This design comes from an exercise in tuning for small area, a short achievable clock period and few clock cycles per item on the open sky130 flow, not from production work.
Only simulation tests tie the RTL to the original design; equivalence was not proved.
No activity file was given, so power comes from the tool's default toggle rates.

## run 1
==> flow/design.v (excerpt) <==
module top(
    input clk,
    input rst_n,
    input start,
    input Clr,
    output [191:0] C,
    output done,
    output [31:0] mem_address,
    output mem_read,
    input [63:0] mem_readdata,
    input mem_readdatavalid,
    input mem_waitrequest
);
Size in the first run: ~300 I/O pins, about 0.019 mm2 of cells after synthesis.
==> flow/config.mk <==
export PLATFORM = sky130hd
export DESIGN_NAME = top
export DESIGN_NICKNAME = top
export VERILOG_FILES = /design/flow/design.v
export SDC_FILE = /design/flow/constraint.sdc
export NUM_CORES = 4
export LEC_CHECK = 0
export CAP_MARGIN = 20
export CORE_MARGIN = 2
export CORE_UTILIZATION = 40
export CTS_BUF_LIST = sky130_fd_sc_hd__clkbuf_4
export SETUP_SLACK_MARGIN = 3.5
export SLEW_MARGIN = 20
==> flow/constraint.sdc <==
create_clock -name core_clock -period 6.0 [get_ports {clk}]
set_input_delay 1.2000 -clock core_clock [delete_from_list [all_inputs] [get_ports {clk}]]
set_output_delay 1.2000 -clock core_clock [all_outputs]
set_load 0.01 [all_outputs]
standard.sh (not shown) runs the stock make flow with config.mk's settings and CLKGATE_MAP_FILE= SYNTH_SCRIPT=/design/flow/synth_recipe.tcl, a recipe that flattens the netlist after the stock synthesis.
==> flow/flow/run.sh <==
#!/bin/bash
# The standard layout (the standard.sh), with sky130_fd_sc_hd__buf_1 as
# the buffer that buffer_ports puts on every input and output port.
set -o pipefail
export BUFFER_PORTS_ARGS="-buffer_cell sky130_fd_sc_hd__buf_1"
bash standard.sh 2>&1 | tee standard.log
Run 1 completed end to end with timing, DRC and antenna clean.
Testbench counts of run 1, summed over its fixed seeds: cycles 14,956, items 192.
For run 3, these inputs were changed with respect to run 1:
- removing CTS_BUF_LIST (formerly sky130_fd_sc_hd__clkbuf_4)
==> flow/run.sh (new file) <==
#!/bin/bash
# synth_recipe.tcl (not shown) runs the flow's synth.tcl, then flattens the netlist and writes it again
# the make line also repeats each setting of config.mk as NAME=value (left out here)
make -C /OpenROAD-flow-scripts/flow DESIGN_CONFIG=/design/flow/config.mk WORK_HOME=/design/flow/orfs CLKGATE_MAP_FILE= SYNTH_SCRIPT=/design/flow/synth_recipe.tcl finish
removed: flow/flow/run.sh
removed: flow/standard.sh
## What came out
Run 1 has a lower register-to-register slack than run 3.
Compared with run 1, run 3 shows fraction of final layout cells sized beyond drive strength 1 lower by 21 points.
Overall power of the completed layout was lower in the run labelled run 1.
Lower clock latency of the later-clocked register in the worst-skew pair goes to run 3 over run 1.
The run showing the greater delay of the slowest cell on the worst path is run 1.

Setup of wip/fjord:
The RTL this note starts from:
==> flow/design.v <==
module top(
    input clk,
    input rst_n,
    input start,
    input Clr,
    output [191:0] C,
    output done,
    output [31:0] mem_address,
    output mem_read,
    input [63:0] mem_readdata,
    input mem_readdatavalid,
    input mem_waitrequest
);
    logic       run;        
    logic       rd_q;       
    logic [3:0] addr;       
    logic       have_b;     
    logic       done_q;
    logic       l_full;     
    logic       r_busy;     
    logic [1:0] r_cnt;      
    logic [2:0] rotcnt;     
    logic       a_v, a_first, a_last;   
    logic       b_last;     
    logic       u_acc0, u_acc1, u_rs;   
    wire accept = rd_q & ~mem_waitrequest;
    wire row_v  = mem_readdatavalid & have_b;
    wire b_v    = mem_readdatavalid & ~have_b;
    wire r_end  = r_busy & (r_cnt == 2'd3);
    wire r_take_l  = r_end & l_full;
    wire r_take_rd = row_v & (~r_busy | (r_end & ~l_full));
    wire l_load    = row_v & ~r_take_rd;
    wire rot    = b_last;
    logic [3:0] addr_n;
    logic       l_full_n;
    always_comb begin
        addr_n = accept ? addr + 4'd1 : addr;
        l_full_n = l_load | (l_full & ~r_take_l);
    end
    always_ff @(posedge clk, negedge rst_n) begin
        if (!rst_n) begin
            run <= 1'b0;
            rd_q <= 1'b0;
            addr <= 4'd0;
            have_b <= 1'b0;
            done_q <= 1'b0;
            l_full <= 1'b0;
            r_busy <= 1'b0;
            r_cnt <= 2'd0;
            rotcnt <= 3'd0;
            a_v <= 1'b0;
            a_first <= 1'b0;
            a_last <= 1'b0;
            b_last <= 1'b0;
            u_acc0 <= 1'b0;
            u_acc1 <= 1'b0;
            u_rs <= 1'b0;
        end else begin
            if (start) begin
                run <= 1'b1;
                rd_q <= 1'b1;
                addr <= 4'd0;
                have_b <= 1'b0;
                done_q <= 1'b0;
                rotcnt <= 3'd0;
            end else begin
                addr <= addr_n;
                if (!run) done_q <= 1'b1;
                rd_q <= run & (addr_n != 4'd9)
                      & (~l_full_n | (r_busy & (r_cnt == 2'd2) & ~r_take_rd));
                if (b_v) have_b <= 1'b1;
                if (rot) begin
                    rotcnt <= rotcnt + 3'd1;
                    if (rotcnt == 3'd7) begin
                        done_q <= 1'b1;
                        run <= 1'b0;
                    end
                end
            end
            l_full <= l_full_n;
            if (r_take_rd | r_take_l) begin
                r_busy <= 1'b1;
                r_cnt <= 2'd0;
            end else if (r_busy) begin
                r_cnt <= r_cnt + 2'd1;
                if (r_cnt == 2'd3) r_busy <= 1'b0;
            end
            a_v <= r_busy;
            a_first <= r_busy & (r_cnt == 2'd0);
            a_last <= r_end;
            b_last <= a_v & a_last;
            u_acc0 <= (r_busy & (r_cnt == 2'd0)) & ~(a_v & a_last);
            u_acc1 <= (r_busy & (r_cnt == 2'd0)) & (a_v & a_last);
            u_rs <= ~(r_busy & (r_cnt == 2'd0));
        end
    end
    assign mem_read = rd_q;
    assign mem_address = {28'd0, addr};
    assign done = done_q;
    logic [63:0] L, R, bv;
    logic [9:0]  t3a, t3b;      
    always_ff @(posedge clk) begin
        if (l_load) L <= mem_readdata;
        if (r_take_rd) R <= mem_readdata;
        else if (r_take_l) R <= L;
        else R <= {16'd0, R[63:16]};
        if (b_v) bv <= mem_readdata;
        else if (r_busy) bv <= {bv[15:0], bv[63:16]};
    end
    wire [15:0] b_next = r_busy ? bv[31:16] : bv[15:0];
    always_ff @(posedge clk) begin
        t3a <= {2'b00, b_next[7:0]} + {1'b0, b_next[7:0], 1'b0};
        t3b <= {2'b00, b_next[15:8]} + {1'b0, b_next[15:8], 1'b0};
    end
    function automatic [9:0] pick(input [1:0] d, input [7:0] bb, input [9:0] bb3);
        case (d)
            2'd0: pick = 10'd0;
            2'd1: pick = {2'b00, bb};
            2'd2: pick = {1'b0, bb, 1'b0};
            default: pick = bb3;
        endcase
    endfunction
    wire [16:0] r0 = {7'd0, pick(R[1:0],   bv[7:0],  t3a)};
    wire [16:0] r1 = {5'd0, pick(R[3:2],   bv[7:0],  t3a), 2'd0};
    wire [16:0] r2 = {3'd0, pick(R[5:4],   bv[7:0],  t3a), 4'd0};
    wire [16:0] r3 = {1'd0, pick(R[7:6],   bv[7:0],  t3a), 6'd0};
    wire [16:0] r4 = {7'd0, pick(R[9:8],   bv[15:8], t3b)};
    wire [16:0] r5 = {5'd0, pick(R[11:10], bv[15:8], t3b), 2'd0};
    wire [16:0] r6 = {3'd0, pick(R[13:12], bv[15:8], t3b), 4'd0};
    wire [16:0] r7 = {1'd0, pick(R[15:14], bv[15:8], t3b), 6'd0};
    function automatic [47:0] csa(input [23:0] x, input [23:0] y, input [23:0] z);
        csa = {x ^ y ^ z, (x[22:0] & y[22:0]) | (x[22:0] & z[22:0]) | (y[22:0] & z[22:0]), 1'b0};
    endfunction
    logic [23:0] q0, q1, q2, q3;
    wire  [23:0] s1, c1, s2, c2;
    assign {s1, c1} = csa({7'd0, r0}, {7'd0, r1}, {7'd0, r2});
    assign {s2, c2} = csa({7'd0, r4}, {7'd0, r5}, {7'd0, r6});
    always_ff @(posedge clk) begin
        {q0, q1} <= csa(s1, c1, {7'd0, r3});
        {q2, q3} <= csa(s2, c2, {7'd0, r7});
    end
    logic [7:0][23:0] acc;
    logic [23:0] rs_s, rs_c;
    wire  [23:0] u_s = ({24{u_acc0}} & acc[0]) | ({24{u_acc1}} & acc[1]) | ({24{u_rs}} & rs_s);
    wire  [23:0] u_c = {24{u_rs}} & rs_c;
    wire  [23:0] s3, c3, s4, c4, s5, c5;
    assign {s3, c3} = csa(q0, q1, q2);
    assign {s4, c4} = csa(s3, c3, q3);
    assign {s5, c5} = csa(s4, c4, u_c);
    always_ff @(posedge clk) {rs_s, rs_c} <= csa(s5, c5, u_s);
    wire clr = Clr | ~rst_n;
    wire [23:0] sum = rs_s + rs_c;
    always_ff @(posedge clk) begin
        if (clr) begin
            for (int i = 0; i < 8; i++) acc[i] <= 24'd0;
        end else if (rot) begin
            for (int i = 0; i < 7; i++) acc[i] <= acc[i+1];
            acc[7] <= sum;
        end
    end
    assign C = acc;
endmodule
export LEC_CHECK = 0
export CAP_MARGIN = 20
export CORE_MARGIN = 2
export CORE_UTILIZATION = 40
export CTS_CLUSTER_DIAMETER = 100
export CTS_CLUSTER_SIZE = 30
export SETUP_SLACK_MARGIN = 3.3
export SLEW_MARGIN = 20
create_clock -name core_clock -period 6.0 [get_ports {clk}]
==> flow/flow/run.sh <==
#!/bin/bash
# The standard layout (the standard.sh), with sky130_fd_sc_hd__buf_1 as
# the buffer that buffer_ports puts on every input and output port.
set -o pipefail
export BUFFER_PORTS_ARGS="-buffer_cell sky130_fd_sc_hd__buf_1"
bash standard.sh 2>&1 | tee standard.log
wip/fjord: all stages complete, timing, DRC and antenna checks passed
Testbench counts of wip/fjord, summed over its fixed seeds: cycles 11,161, items 192.
Input changes introduced in wip/maple (baseline for comparison: wip/fjord):
- a change of SETUP_SLACK_MARGIN from 3.3 to 3.8
## What came out
wip/maple reached the end of the flow, and the finished layout is clean on the timing, design-rule and antenna checks.
The final layout from wip/fjord, which completed every stage, passed the timing, design-rule and antenna checks at the end of the flow.
wip/maple ended up with acc[191]$_SDFFE_PP0P_ as its capture point of the worst path; wip/fjord ended up with q2[8]$_DFF_P_.
From wip/fjord to wip/maple the numbers moved as follows: global routing met3 resource utilization higher; final area higher; fraction of area in registers lower; number of buffers and inverters on the critical path higher.
Measured against each other, wip/maple and wip/fjord differ in post-cts gate resize count, the higher figure coming from wip/maple.
Overall routing resource usage: wip/maple higher than wip/fjord
Compared with wip/fjord, wip/maple shows met2 routed wirelength higher by about 20%.
Taking wip/fjord as the reference point, the layout-stage area growth over the synthesis result of wip/maple rises by 20 points.
wip/maple ends up with a clock buffer instance count of the final layout that is 1 lower than in wip/fjord.
Going from wip/fjord to wip/maple, number of iterations in the first detailed-routing pass grows by 1.
Cmp wip/maple and wip/fjord / setup fix buffers added after clock tree synthesis / higher: wip/maple
> inputs changed (wip/maple -> wip/harbor)
- a change of SETUP_SLACK_MARGIN from 3.8 to 3.5
- a change of CORE_UTILIZATION from 40 to 60
Findings:
The power dissipated by switching net loads of wip/harbor falls short of that of wip/maple by about 7.5%. Summary of wip/harbor over wip/maple: required time of the critical path now sits lower; non-clock buffer count in the final layout saw a decrease; internal portion of total power decreased by 9.1% relative to the old numbers.
#### Input delta (wip/yarrow over wip/harbor)
- CTS_CLUSTER_DIAMETER now 80, was 100
- CORE_UTILIZATION now 40, was 60
- CTS_CLUSTER_SIZE now 25, was 30
==> comparison <==
In the reports for wip/yarrow and wip/harbor, the larger worst clock skew belongs to wip/harbor. wip/yarrow ends up with a share of power burned in combinational logic that is 1.6 points lower than in wip/harbor. Of wip/yarrow and wip/harbor, wip/harbor shows the higher post-CTS clock slew at the launch and capture registers of the worst setup and hold paths, with wip/yarrow below it. Summary of wip/yarrow over wip/harbor: die area increased about 50%; final cell count rose about 10%; sequential portion of the cell area -1.3 points; switching share of power now sits lower; overall power after layout higher.
#### Input delta (wip/sierra over wip/yarrow)
- an added ABC_AREA of 1
- a change of CTS_CLUSTER_SIZE from 25 to 30
- a change of CTS_CLUSTER_DIAMETER from 80 to 100
Notes after the runs:
Every run (wip/sierra and wip/yarrow) finished clean. Clock power share for wip/sierra is lower than for wip/yarrow. The first-pass GRT wire length in wip/sierra was higher than what wip/yarrow gave. Looking at slowest cell on the critical path, the sky130_fd_sc_hd__dfxtp_1 result is from wip/sierra; the sky130_fd_sc_hd__a2111o_1 one comes from wip/yarrow. Of wip/sierra and wip/yarrow, the run reporting the higher clock-cell share of area was wip/yarrow. Taking wip/yarrow as the reference, in wip/sierra total setup buffers inserted after CTS moved down; mean number of vias per cell did not really move; met1 layer wirelength in the final routing +16%; global-route usage now larger.

==> port drivers added, routing unchanged <==
The flow's constraints put no driver on any port. The routed layouts listed below were extracted and timed again, unchanged, in two steps.
Step 1 assumes that a clkbuf_16 drives the clock port and a buf_2 every other input.
Step 2 moves the port delays by t, midway between the first and last clock arrival at a register: inputs arrive t later, outputs are due t later. That takes back most of the time a late clock gives input paths.
Three values: ideal ports, drivers, drivers and shift; two values: the first two.
| run | t, ns | setup WS [ns] | latest minus earliest clock arrival (ns) | pins driven straight from the clock port |
|---|---|---|---|---|
| run 1 | 0.918 | 3.235 / 3.185 / 2.684 | 0.100 / 0.100 | 1 |
| run 3 | 0.643 | 3.356 / 3.356 / 2.902 | 0.017 / 0.017 | 1 |
| wip/fjord | 0.631 | 3.418 / 3.418 / 2.915 | 0.022 / 0.023 | 1 |
| wip/maple | 0.644 | 3.527 / 3.527 / 3.292 | 0.037 / 0.036 | 1 |
| wip/harbor | 0.615 | 3.449 / 3.449 / 3.020 | 0.032 / 0.031 | 1 |
| wip/yarrow | 0.655 | 3.489 / 3.489 / 2.938 | 0.022 / 0.023 | 1 |
| wip/sierra | 0.646 | 3.540 / 3.481 / 3.080 | 0.026 / 0.026 | 1 |
After both steps setup and hold are still met in every run listed.
